Source: an optimization exercise on an open RTL-to-GDS flow (aim: small area and a short achievable clock period). Production flows keep margins and buffers that such runs may drop. RTL that was checked went through simulation tests only; none was proved equivalent to the original.

==> inputs of wip/violet <==
Design mac, start of the top module:
module mac #(
    parameter N = 32
  )(
    input  wire                clk,
    input  wire                arst_n,
    input  wire                ce,
    input  wire                sload,
    input  wire signed [N-1:0] A,
    input  wire signed [N-1:0] B,
    output wire                pvalid,
    output wire signed [N-1:0] P
  );
clock: 16.5 ns
lec_check: 0
cap_margin: 20
core_margin: 2
core_utilization: 60
setup_slack_margin: 5
slew_margin: 20
synth_hierarchical: 1
standard.sh (not shown) runs the stock make flow with config.mk's settings and CLKGATE_MAP_FILE= SYNTH_SCRIPT=/design/flow/synth_recipe.tcl, a recipe that flattens the netlist after the stock synthesis.
==> flow/flow/run.sh <==
#!/bin/bash
# Layout flow: the standard flow (standard.sh) with four changes.
#  1. After the standard synthesis, combinational cells that ABC upsized but
#     that drive only a few loads get their smallest size back
#     (flow/downsize.tcl); nothing else in the netlist changes.
#  2. Ports are buffered with buf_2 cells instead of clkdlybuf4s50_1, the
#     delay cell that buffer_ports picks by default.
#  3. Timing repair aims at 9.3 ns of setup slack (a 7.2 ns period) instead
#     of config.mk's SETUP_SLACK_MARGIN; the clock and constraints are the same.
#  4. The pin placer keeps ce, arst_n, sload, pvalid and P on one edge
#     (flow/pins.tcl), so the paths from ce and arst_n to the outputs stay short.
# Each step's output goes to its own log here; ORFS's own logs are under orfs/logs.
set -euo pipefail
bash standard.sh synth > synth.log 2>&1
SYNTH_ODB=$PWD/orfs/results/sky130hd/mac/base/1_synth.odb \
  openroad -no_init -exit flow/downsize.tcl > downsize.log 2>&1
PRE_IO_PLACEMENT_TCL=$PWD/flow/pins.tcl \
BUFFER_PORTS_ARGS="-buffer_cell sky130_fd_sc_hd__buf_2" \
  bash standard.sh SETUP_SLACK_MARGIN=9.3 finish > layout.log 2>&1
Other scripts of this flow, unchanged in this note and not shown: flow/flow/downsize.tcl, flow/flow/pins.tcl
==> inputs of wip/fjord, as changes to wip/violet <==
==> flow/config.mk (replaced) <==
export PLATFORM = sky130hd
export DESIGN_NAME = mac
export DESIGN_NICKNAME = mac
export VERILOG_FILES = /design/flow/design.v
export SDC_FILE = /design/flow/constraint.sdc
export NUM_CORES = 4
export LEC_CHECK = 0
export CAP_MARGIN = 20
export CORE_MARGIN = 2
export CORE_UTILIZATION = 60
export CTS_BUF_LIST = sky130_fd_sc_hd__clkbuf_8
export CTS_CLUSTER_DIAMETER = 40
export CTS_CLUSTER_SIZE = 10
export SETUP_SLACK_MARGIN = 5
export SLEW_MARGIN = 20
export SYNTH_HIERARCHICAL = 1
==> inputs of wip/sierra, as changes to wip/violet <==
--- a/flow/design.v
+++ b/flow/design.v
@@ -64,25 +64,30 @@
       v  <= 1'b0;
     end else if (ce) begin
       sl <= sload;
       hz <= sl;
       pv <= sl & ~hz;
       v  <= sl;
     end
   end
-  wire       show = sl & ~hz;
-  wire [7:0] pshow;
+  wire        show = sl & ~hz;
+  wire [31:0] acc_hi_n;
   generate
+    for (j = 0; j < 32; j = j + 1) begin : pinv
+      mac_inv u_i (.a(acc_hi[j]), .y(acc_hi_n[j]));
+    end
     for (j = 0; j < 8; j = j + 1) begin : psel
       wire n1, n0;
       mac_nand2  u_n1 (.a(ce), .b(show), .y(n1));
       mac_nand2b u_n0 (.an(ce), .b(pv), .y(n0));
-      mac_nand2  u_o  (.a(n1), .b(n0), .y(pshow[j]));
-      assign P[4*j+3:4*j] = acc_hi[4*j+3:4*j] & {4{pshow[j]}};
+      mac_a21oi  u_p0 (.a1(n1), .a2(n0), .b(acc_hi_n[4*j]),   .y(P[4*j]));
+      mac_a21oi  u_p1 (.a1(n1), .a2(n0), .b(acc_hi_n[4*j+1]), .y(P[4*j+1]));
+      mac_a21oi  u_p2 (.a1(n1), .a2(n0), .b(acc_hi_n[4*j+2]), .y(P[4*j+2]));
+      mac_a21oi  u_p3 (.a1(n1), .a2(n0), .b(acc_hi_n[4*j+3]), .y(P[4*j+3]));
     end
   endgenerate
   assign pvalid = ce ? (sl & arst_n) : v;
   mac_cpa u_cpa (.x(row0), .y(row1), .s(sum));
   wire [32:0] pp0;
   wire [32:0] pp1;
   wire [32:0] pp2;
   wire [32:0] pp3;
@@ -2262,16 +2267,30 @@
 endmodule
 module mac_nand2 (
     input  wire a,
     input  wire b,
     output wire y
   );
   assign y = ~(a & b);
 endmodule
+module mac_inv (
+    input  wire a,
+    output wire y
+  );
+  assign y = ~a;
+endmodule
+module mac_a21oi (
+    input  wire a1,
+    input  wire a2,
+    input  wire b,
+    output wire y
+  );
+  assign y = ~((a1 & a2) | b);
+endmodule
 module mac_nand2b (
     input  wire an,
     input  wire b,
     output wire y
   );
   assign y = ~(~an & b);
 endmodule
 module mac_bsel (
==> flow/flow/run.sh (replaced) <==
#!/bin/bash
# Layout flow: the standard flow (standard.sh) with four changes.
#  1. After the standard synthesis, combinational cells that ABC upsized but
#     that drive only a few loads get their smallest size back
#     (flow/downsize.tcl); nothing else in the netlist changes.
#  2. Ports are buffered with buf_2 cells instead of clkdlybuf4s50_1, the
#     delay cell that buffer_ports picks by default.
#  3. Timing repair aims at 9.4 ns of setup slack (a 7.1 ns period) instead
#     of config.mk's SETUP_SLACK_MARGIN; the clock and constraints are the same.
#  4. The pin placer keeps ce, arst_n, sload, pvalid and P on one edge
#     (flow/pins.tcl), so the paths from ce and arst_n to the outputs stay short.
# Each step's output goes to its own log here; ORFS's own logs are under orfs/logs.
set -euo pipefail
bash standard.sh synth > synth.log 2>&1
SYNTH_ODB=$PWD/orfs/results/sky130hd/mac/base/1_synth.odb \
  openroad -no_init -exit flow/downsize.tcl > downsize.log 2>&1
PRE_IO_PLACEMENT_TCL=$PWD/flow/pins.tcl \
BUFFER_PORTS_ARGS="-buffer_cell sky130_fd_sc_hd__buf_2" \
  bash standard.sh SETUP_SLACK_MARGIN=9.4 finish > layout.log 2>&1
==> inputs of wip/lagoon, as changes to wip/violet <==
==> flow/config.mk (replaced) <==
export PLATFORM = sky130hd
export DESIGN_NAME = mac
export DESIGN_NICKNAME = mac
export VERILOG_FILES = /design/flow/design.v
export SDC_FILE = /design/flow/constraint.sdc
export NUM_CORES = 4
export LEC_CHECK = 0
export CAP_MARGIN = 20
export CORE_MARGIN = 2
export CORE_UTILIZATION = 60
export CTS_BUF_LIST = sky130_fd_sc_hd__clkbuf_8
export CTS_CLUSTER_DIAMETER = 30
export CTS_CLUSTER_SIZE = 8
export SETUP_SLACK_MARGIN = 5
export SLEW_MARGIN = 20
export SYNTH_HIERARCHICAL = 1
==> summary.txt <==
| quantity | wip/fjord | wip/lagoon | wip/violet | wip/sierra |
|---|---|---|---|---|
| Run status | finished clean | finished clean | finished clean | finished clean |
| CTS root buf | clkbuf_8 | clkbuf_8 | clkbuf_16 | clkbuf_16 |
| Routed length per instance | 31.3 µm | 31.3 µm | 31.2 µm | 30.6 µm |
| Clk slew on worst S/H paths | 90 ps | 90 ps | 70 ps | 70 ps |
| Repair and plain buffers | 194 | 194 | 191 | 189 |
| Gate count after technology mapping | 2370 | 2370 | 2370 | 2394 |
| Antenna violations before repair | 3 | 3 | 3 | 0 |
| Pin count of the biggest net entering global routing | 72 | 72 | 72 | 65 |
| Worst Path Arrival | 3910 ps | 3910 ps | 3930 ps | 3910 ps |
| Drt initial violations | 3212 | 3212 | 3222 | 2900 |
| Effective utilization at floorplan | 60.4% | 60.4% | 60.4% | 60.4% |
| Global-route wire length before repair | 151 mm | 151 mm | 151 mm | 150 mm |
| Non-CTS inverters | 50 | 50 | 50 | 82 |

* * *

==> inputs of run a <==
mac, a different RTL version from the one above (not shown whole).
export LEC_CHECK = 0
export CAP_MARGIN = 60
export CORE_MARGIN = 2
export CORE_UTILIZATION = 40
export SETUP_SLACK_MARGIN = 5
export SLEW_MARGIN = 60
export SYNTH_HIERARCHICAL = 1
create_clock -name core_clock -period 16.5 [get_ports {clk}]
==> flow/flow/run.sh <==
#!/bin/bash
# Layout flow: the standard flow (standard.sh) with three changes.
#  1. After the standard synthesis, combinational cells that ABC upsized but
#     that drive only a few loads get their smallest size back
#     (flow/downsize.tcl); nothing else in the netlist changes.
#  2. Ports are buffered with buf_2 cells instead of clkdlybuf4s50_1, the
#     delay cell that buffer_ports picks by default.
#  3. Timing repair aims at 9.3 ns of setup slack (a 7.2 ns period) instead
#     of config.mk's SETUP_SLACK_MARGIN; the clock and constraints are the same.
# Each step's output goes to its own log here; ORFS's own logs are under orfs/logs.
set -euo pipefail
bash standard.sh synth > synth.log 2>&1
SYNTH_ODB=$PWD/orfs/results/sky130hd/mac/base/1_synth.odb \
  openroad -no_init -exit flow/downsize.tcl > downsize.log 2>&1
BUFFER_PORTS_ARGS="-buffer_cell sky130_fd_sc_hd__buf_2" \
  bash standard.sh SETUP_SLACK_MARGIN=9.3 finish > layout.log 2>&1
==> flow/flow/downsize.tcl <==
# Give combinational cells that synthesis upsized, but that drive at most
# MAX_FANOUT loads, their smallest drive strength again. Registers, buffers
# and inverters are left alone; repair_design later fixes any slew or
# capacitance this breaks.
set max_fanout 3
set odb_file $::env(SYNTH_ODB)
read_db $odb_file
set db [ord::get_db]
set block [ord::get_db_block]
set count 0
foreach inst [$block getInsts] {
  set m [[$inst getMaster] getName]
  if {![regexp {^(sky130_fd_sc_hd__([a-z0-9]+))_([0-9]+)$} $m -> base kind size]} { continue }
  if {$size == 1 || $size == 0} { continue }
  if {[regexp {^(df|edf|sdf|dl|buf|clkbuf|inv|clkinv|dly|clkdly|conb|tap|fill|decap)} $kind]} { continue }
  set small [$db findMaster ${base}_1]
  if {$small eq "NULL"} { continue }
  set fanout 0
  foreach it [$inst getITerms] {
    if {![$it isOutputSignal]} { continue }
    set net [$it getNet]
    if {$net eq "NULL"} { continue }
    incr fanout [expr {[llength [$net getITerms]] - 1 + [llength [$net getBTerms]]}]
  }
  if {$fanout > $max_fanout} { continue }
  if {[$inst swapMaster $small]} { incr count }
}
puts "downsize: $count instances set to their smallest size"
write_db $odb_file
==> run b (differences from run a) <==
==> flow/run.sh (new file) <==
#!/bin/bash
# synth_recipe.tcl (not shown) runs the flow's synth.tcl, then flattens the netlist and writes it again
# the make line also repeats each setting of config.mk as NAME=value (left out here)
make -C /OpenROAD-flow-scripts/flow DESIGN_CONFIG=/design/flow/config.mk WORK_HOME=/design/flow/orfs CLKGATE_MAP_FILE= SYNTH_SCRIPT=/design/flow/synth_recipe.tcl finish
removed: flow/flow/run.sh
removed: flow/flow/downsize.tcl
removed: flow/standard.sh
==> run c (differences from run a) <==
==> flow/flow/run.sh (replaced) <==
#!/bin/bash
# Layout flow: the standard flow (standard.sh) with two changes.
#  1. After the standard synthesis, combinational cells that ABC upsized but
#     that drive only a few loads get their smallest size back
#     (flow/downsize.tcl); nothing else in the netlist changes.
#  2. Ports are buffered with buf_2 cells instead of clkdlybuf4s50_1, the
#     delay cell that buffer_ports picks by default.
# Each step's output goes to its own log here; ORFS's own logs are under orfs/logs.
set -euo pipefail
bash standard.sh synth > synth.log 2>&1
SYNTH_ODB=$PWD/orfs/results/sky130hd/mac/base/1_synth.odb \
  openroad -no_init -exit flow/downsize.tcl > downsize.log 2>&1
BUFFER_PORTS_ARGS="-buffer_cell sky130_fd_sc_hd__buf_2" \
  bash standard.sh finish > layout.log 2>&1
==> summary.txt <==
Run status = timing/DRC/antenna clean
N_diodes = 0
Layout Skew = 28.13 ps
Initial cell density of the core = 40.27%
Sequential share of cell area = 12.21%
GRT Total Usage = 27.12%
Layout Utilization = 45.32%
Share of cells above drive strength 1 = 29.74%
Non-filler cells in the finished layout = 3774
P&R area growth vs syn = 12.55%
First-pass GRT wire length = 160200 um
Initial DRT Pass Iterations = 5
WL met3 = 8781 um
Crit path arrival time = 4640 ps
(the above is from run b)
==> summary.txt <==
Run status = timing/DRC/antenna clean
Sequential share of cell area = 13.93%
Share of cells above drive strength 1 = 10.14%
Non-filler cells in the finished layout = 3596
Initial cell density of the core = 40.61%
P&R area growth vs syn = 11.92%
Layout Utilization = 45.45%
WL met3 = 12060 um
GRT Total Usage = 28.59%
Layout Skew = 27.58 ps
First-pass GRT wire length = 152400 um
(the above is from run a)
==> summary.txt <==
Sequential share of cell area = 14.10%
Net Count, Synth = 3181
Crit path arrival time = 4270 ps
P&R area growth vs syn = 10.59%
GRT Total Usage = 28.88%
Initial DRT Pass Iterations = 6
Initial cell density of the core = 40.61%
Share of cells above drive strength 1 = 8.934%
Layout Utilization = 44.91%
Top delay family on crit path = multiplexers
Run status = timing/DRC/antenna clean
Layout Skew = 23.48 ps
(the above is from run c)
Function was not checked in any run of this note: the RTL went through the layout flow alone.

* * *

==> exp/xenon: inputs <==
Another version of the RTL of mac (not shown whole).
==> flow/config.mk <==
export PLATFORM = sky130hd
export DESIGN_NAME = mac
export DESIGN_NICKNAME = mac
export VERILOG_FILES = /design/flow/design.v
export SDC_FILE = /design/flow/constraint.sdc
export NUM_CORES = 4
export LEC_CHECK = 0
export CAP_MARGIN = 20
export CORE_MARGIN = 2
export CORE_UTILIZATION = 70
export SETUP_SLACK_MARGIN = 5
export SLEW_MARGIN = 20
export SYNTH_HIERARCHICAL = 1
==> flow/constraint.sdc <==
create_clock -name core_clock -period 16.5 [get_ports {clk}]
set_input_delay 3.3000 -clock core_clock [delete_from_list [all_inputs] [get_ports {clk}]]
set_output_delay 3.3000 -clock core_clock [all_outputs]
set_load 0.01 [all_outputs]
==> flow/flow/run.sh <==
#!/bin/bash
# Layout flow: the standard flow (standard.sh) with four changes.
#  1. After the standard synthesis, combinational cells that ABC upsized but
#     that drive only a few loads get their smallest size back
#     (flow/downsize.tcl); nothing else in the netlist changes.
#  2. Ports are buffered with buf_2 cells instead of clkdlybuf4s50_1, the
#     delay cell that buffer_ports picks by default.
#  3. Timing repair aims at 9.3 ns of setup slack (a 7.2 ns period) instead
#     of config.mk's SETUP_SLACK_MARGIN; the clock and constraints are the same.
#  4. The pin placer keeps ce, arst_n, sload, pvalid and P on one edge
#     (flow/pins.tcl), so the paths from ce and arst_n to the outputs stay short.
# Each step's output goes to its own log here; ORFS's own logs are under orfs/logs.
set -euo pipefail
bash standard.sh synth > synth.log 2>&1
SYNTH_ODB=$PWD/orfs/results/sky130hd/mac/base/1_synth.odb \
  openroad -no_init -exit flow/downsize.tcl > downsize.log 2>&1
PRE_IO_PLACEMENT_TCL=$PWD/flow/pins.tcl \
BUFFER_PORTS_ARGS="-buffer_cell sky130_fd_sc_hd__buf_2" \
  bash standard.sh SETUP_SLACK_MARGIN=9.3 finish > layout.log 2>&1
==> flow/flow/pins.tcl <==
# Keep the ports whose paths cross the design in one cycle (ce, arst_n ->
# P, pvalid) together on the top edge; the operands go on the other edges.
set_io_pin_constraint -pin_names {ce arst_n sload pvalid P[*]} -region top:*
set_io_pin_constraint -pin_names {A[*]} -region left:*
set_io_pin_constraint -pin_names {B[*]} -region right:*
Other scripts of this flow, unchanged in this note and not shown: flow/flow/downsize.tcl
==> exp/quartz: changes against exp/xenon <==
--- a/flow/design.v
+++ b/flow/design.v
@@ -68,18 +68,15 @@
       pv <= sl & ~hz;
       v  <= sl;
     end
   end
   wire       show = sl & ~hz;
-  wire [7:0] pshow;
+  wire [3:0] pshow;
   generate
-    for (j = 0; j < 8; j = j + 1) begin : psel
-      wire n1, n0;
-      mac_nand2  u_n1 (.a(ce), .b(show), .y(n1));
-      mac_nand2b u_n0 (.an(ce), .b(pv), .y(n0));
-      mac_nand2  u_o  (.a(n1), .b(n0), .y(pshow[j]));
-      assign P[4*j+3:4*j] = acc_hi[4*j+3:4*j] & {4{pshow[j]}};
+    for (j = 0; j < 4; j = j + 1) begin : psel
+      mac_mux u_m (.s(ce), .a1(show), .a0(pv), .y(pshow[j]));
+      assign P[8*j+7:8*j] = acc_hi[8*j+7:8*j] & {8{pshow[j]}};
     end
   endgenerate
   assign pvalid = ce ? (sl & arst_n) : v;
   mac_cpa u_cpa (.x(row0), .y(row1), .s(sum));
   wire [32:0] pp0;
@@ -2258,23 +2255,17 @@
   mac_fa u_fa_479 (.x(acc_in[62]), .y(pp15[32]), .z(kc15), .s(fs479), .c(fc479));
   assign is0 = ~acc_in[63];
   assign row0 = {fc479, hc46, fc478, hc45, fc475, hc44, fc470, hc43, fc463, hc42, fc454, hc41, fc443, hc40, fc430, hc39, fc415, hc38, fc398, hc37, fc379, hc36, fc358, hc35, fc335, hc34, fc310, hc33, fc283, hc32, fc254, hc31, hc30, hc29, hc28, hc27, hc26, fs168, hc24, hc23, hc22, hc21, hc20, hc19, hc18, hc17, hc16, hc15, hc14, hc13, hc12, hc11, fs29, hc9, hc8, fs15, fs11, hc5, fs5, fs3, fs1, fs0, pp0[1], pp0[0]};
   assign row1 = {is0, fs479, hs46, fs478, hs45, fs475, hs44, fs470, hs43, fs463, hs42, fs454, hs41, fs443, hs40, fs430, hs39, fs415, hs38, fs398, hs37, fs379, hs36, fs358, hs35, fs335, hs34, fs310, hs33, fs283, hs32, fs254, hs31, hs30, hs29, hs28, hs27, hs26, hs25, hs24, hs23, hs22, hs21, hs20, hs19, hs18, hs17, hs16, hs15, hs14, hs13, hs12, hs11, hs10, hs9, hs8, hs7, hs6, hs5, hs4, hs3, hs2, hs1, hs0};
 endmodule
-module mac_nand2 (
-    input  wire a,
-    input  wire b,
+module mac_mux (
+    input  wire s,
+    input  wire a1,
+    input  wire a0,
     output wire y
   );
-  assign y = ~(a & b);
-endmodule
-module mac_nand2b (
-    input  wire an,
-    input  wire b,
-    output wire y
-  );
-  assign y = ~(~an & b);
+  assign y = s ? a1 : a0;
 endmodule
 module mac_bsel (
     input  wire a1n,
     input  wire a0n,
     input  wire onen,
==> flow/flow/run.sh (replaced) <==
#!/bin/bash
# Layout flow: the standard flow (standard.sh) with three changes.
#  1. After the standard synthesis, combinational cells that ABC upsized but
#     that drive only a few loads get their smallest size back
#     (flow/downsize.tcl); nothing else in the netlist changes.
#  2. Ports are buffered with buf_2 cells instead of clkdlybuf4s50_1, the
#     delay cell that buffer_ports picks by default.
#  3. Timing repair aims at 9.3 ns of setup slack (a 7.2 ns period) instead
#     of config.mk's SETUP_SLACK_MARGIN; the clock and constraints are the same.
# Each step's output goes to its own log here; ORFS's own logs are under orfs/logs.
set -euo pipefail
bash standard.sh synth > synth.log 2>&1
SYNTH_ODB=$PWD/orfs/results/sky130hd/mac/base/1_synth.odb \
  openroad -no_init -exit flow/downsize.tcl > downsize.log 2>&1
BUFFER_PORTS_ARGS="-buffer_cell sky130_fd_sc_hd__buf_2" \
  bash standard.sh SETUP_SLACK_MARGIN=9.3 finish > layout.log 2>&1
- CORE_UTILIZATION: 70 -> 60
removed: flow/flow/pins.tcl
==> exp/ember: changes against exp/xenon <==
--- a/flow/design.v
+++ b/flow/design.v
@@ -68,18 +68,15 @@
       pv <= sl & ~hz;
       v  <= sl;
     end
   end
   wire       show = sl & ~hz;
-  wire [7:0] pshow;
+  wire [3:0] pshow;
   generate
-    for (j = 0; j < 8; j = j + 1) begin : psel
-      wire n1, n0;
-      mac_nand2  u_n1 (.a(ce), .b(show), .y(n1));
-      mac_nand2b u_n0 (.an(ce), .b(pv), .y(n0));
-      mac_nand2  u_o  (.a(n1), .b(n0), .y(pshow[j]));
-      assign P[4*j+3:4*j] = acc_hi[4*j+3:4*j] & {4{pshow[j]}};
+    for (j = 0; j < 4; j = j + 1) begin : psel
+      mac_mux u_m (.s(ce), .a1(show), .a0(pv), .y(pshow[j]));
+      assign P[8*j+7:8*j] = acc_hi[8*j+7:8*j] & {8{pshow[j]}};
     end
   endgenerate
   assign pvalid = ce ? (sl & arst_n) : v;
   mac_cpa u_cpa (.x(row0), .y(row1), .s(sum));
   wire [32:0] pp0;
@@ -2258,23 +2255,17 @@
   mac_fa u_fa_479 (.x(acc_in[62]), .y(pp15[32]), .z(kc15), .s(fs479), .c(fc479));
   assign is0 = ~acc_in[63];
   assign row0 = {fc479, hc46, fc478, hc45, fc475, hc44, fc470, hc43, fc463, hc42, fc454, hc41, fc443, hc40, fc430, hc39, fc415, hc38, fc398, hc37, fc379, hc36, fc358, hc35, fc335, hc34, fc310, hc33, fc283, hc32, fc254, hc31, hc30, hc29, hc28, hc27, hc26, fs168, hc24, hc23, hc22, hc21, hc20, hc19, hc18, hc17, hc16, hc15, hc14, hc13, hc12, hc11, fs29, hc9, hc8, fs15, fs11, hc5, fs5, fs3, fs1, fs0, pp0[1], pp0[0]};
   assign row1 = {is0, fs479, hs46, fs478, hs45, fs475, hs44, fs470, hs43, fs463, hs42, fs454, hs41, fs443, hs40, fs430, hs39, fs415, hs38, fs398, hs37, fs379, hs36, fs358, hs35, fs335, hs34, fs310, hs33, fs283, hs32, fs254, hs31, hs30, hs29, hs28, hs27, hs26, hs25, hs24, hs23, hs22, hs21, hs20, hs19, hs18, hs17, hs16, hs15, hs14, hs13, hs12, hs11, hs10, hs9, hs8, hs7, hs6, hs5, hs4, hs3, hs2, hs1, hs0};
 endmodule
-module mac_nand2 (
-    input  wire a,
-    input  wire b,
+module mac_mux (
+    input  wire s,
+    input  wire a1,
+    input  wire a0,
     output wire y
   );
-  assign y = ~(a & b);
-endmodule
-module mac_nand2b (
-    input  wire an,
-    input  wire b,
-    output wire y
-  );
-  assign y = ~(~an & b);
+  assign y = s ? a1 : a0;
 endmodule
 module mac_bsel (
     input  wire a1n,
     input  wire a0n,
     input  wire onen,
@@ -2314,26 +2305,12 @@
     input  wire x,
     input  wire y,
     output wire s,
     output wire c
   );
-  mac_xnor2 u_s (.a(x), .b(y), .y(s));
-  mac_or2   u_c (.a(x), .b(y), .y(c));
-endmodule
-module mac_xnor2 (
-    input  wire a,
-    input  wire b,
-    output wire y
-  );
-  assign y = ~(a ^ b);
-endmodule
-module mac_or2 (
-    input  wire a,
-    input  wire b,
-    output wire y
-  );
-  assign y = a | b;
+  assign s = ~(x ^ y);
+  assign c = x | y;
 endmodule
 module mac_ha (
     input  wire x,
     input  wire y,
     output wire s,
==> flow/flow/run.sh (replaced) <==
#!/bin/bash
# Layout flow: the standard flow (standard.sh) with two changes.
#  1. After the standard synthesis, combinational cells that ABC upsized but
#     that drive only a few loads get their smallest size back
#     (flow/downsize.tcl); nothing else in the netlist changes.
#  2. Ports are buffered with buf_2 cells instead of clkdlybuf4s50_1, the
#     delay cell that buffer_ports picks by default.
# Each step's output goes to its own log here; ORFS's own logs are under orfs/logs.
set -euo pipefail
bash standard.sh synth > synth.log 2>&1
SYNTH_ODB=$PWD/orfs/results/sky130hd/mac/base/1_synth.odb \
  openroad -no_init -exit flow/downsize.tcl > downsize.log 2>&1
BUFFER_PORTS_ARGS="-buffer_cell sky130_fd_sc_hd__buf_2" \
  bash standard.sh finish > layout.log 2>&1
- CAP_MARGIN: 20 -> 60
- CORE_UTILIZATION: 70 -> 40
- SLEW_MARGIN: 20 -> 60
removed: flow/flow/pins.tcl
==> summary.txt <==
|  | exp/ember | exp/quartz | exp/xenon |
|---|---|---|---|
| Diode insertion count for antenna repair | 0 | 0 | 1 |
| Number of buffers added for setup after CTS | 0 | 3 | 1 |
| Largest net degree at the start of global routing | 78 | 66 | 80 |
| Source-to-sink clock delay at the later pin of the worst-skew pair | 0.50 ns | 0.51 ns | 0.52 ns |
| Die Outline Area | 0.0684 mm2 | 0.0456 mm2 | 0.0393 mm2 |
| Global Route met3 Usage | 0.0771 | 0.155 | 0.227 |
| Wirelength, routed | 96.2 mm | 95.8 mm | 98.6 mm |
| Area of the mapped netlist | 0.0265 mm2 | 0.0263 mm2 | 0.0264 mm2 |
| Number of instances in the placed design | 3377 | 3048 | 2993 |
| Cell count after synthesis | 2335 | 2287 | 2307 |
| Nets@finish | 3209 | 3154 | 3167 |
| Inverters excl. clock | 114 | 50 | 50 |
| Non-clock buffer count in the final layout | 189 | 198 | 191 |
| Levels on crit path | 23 | 4 | 5 |
| Worst path arrival time | 7.82 ns | 4.13 ns | 3.95 ns |
| Number of nets produced by synthesis | 3010 | 2946 | 2966 |
| Total iterations of the first detailed-routing run | 6 | 8 | 8 |
| Global Route met1 Usage | 0.343 | 0.543 | 0.630 |
| Via density | 6.53 | 7.21 | 7.76 |
| Result of the run | timing/DRC/antenna clean | timing/DRC/antenna clean | timing/DRC/antenna clean |
Only the layout flow was run in exp/xenon; the RTL was not checked for function there.

==> re-timing with driven ports <==
No port has a modelled driver above. Below, the same layouts with a new extraction and two added sets of constraints.
Step 1 assumes that a clkbuf_16 drives the clock port and a buf_2 every other input.
Step 2 adds t to the input delays and takes it off the output delays; t is the mean of the earliest and latest rising clock arrival at the registers after step 1. Input paths then give back, and output paths get back, about the clock's delay inside the block.
Three values: no drivers, after step 1, after step 2; two values: the first two.
run	t, ns	slack for setup (ns)	worst hold slack (ns)
wip/violet	0.565	9.267 / 9.091 / 9.091	0.482 / 0.482 / 0.482
wip/fjord	0.654	9.287 / 9.088 / 9.088	0.492 / 0.492 / 0.492
wip/sierra	0.572	9.294 / 9.043 / 9.043	0.507 / 0.508 / 0.508
wip/lagoon	0.654	9.287 / 9.088 / 9.088	0.492 / 0.492 / 0.492
run a	0.560	9.115 / 9.064 / 9.064	0.503 / 0.503 / 0.503
run b	0.572	8.559 / 8.540 / 8.540	0.508 / 0.508 / 0.508
run c	0.556	8.928 / 8.900 / 8.900	0.480 / 0.480 / 0.480
exp/xenon	0.565	9.249 / 9.044 / 9.044	0.481 / 0.481 / 0.481
exp/quartz	0.558	9.066 / 9.016 / 9.016	0.496 / 0.496 / 0.496
exp/ember	0.550	8.928 / 8.921 / 8.921	0.489 / 0.489 / 0.489
After both steps every run listed still meets setup and hold. For wip/sierra, which loses most, drivers alone change the setup slack by -0.251 ns; drivers and shift together by -0.251 ns.
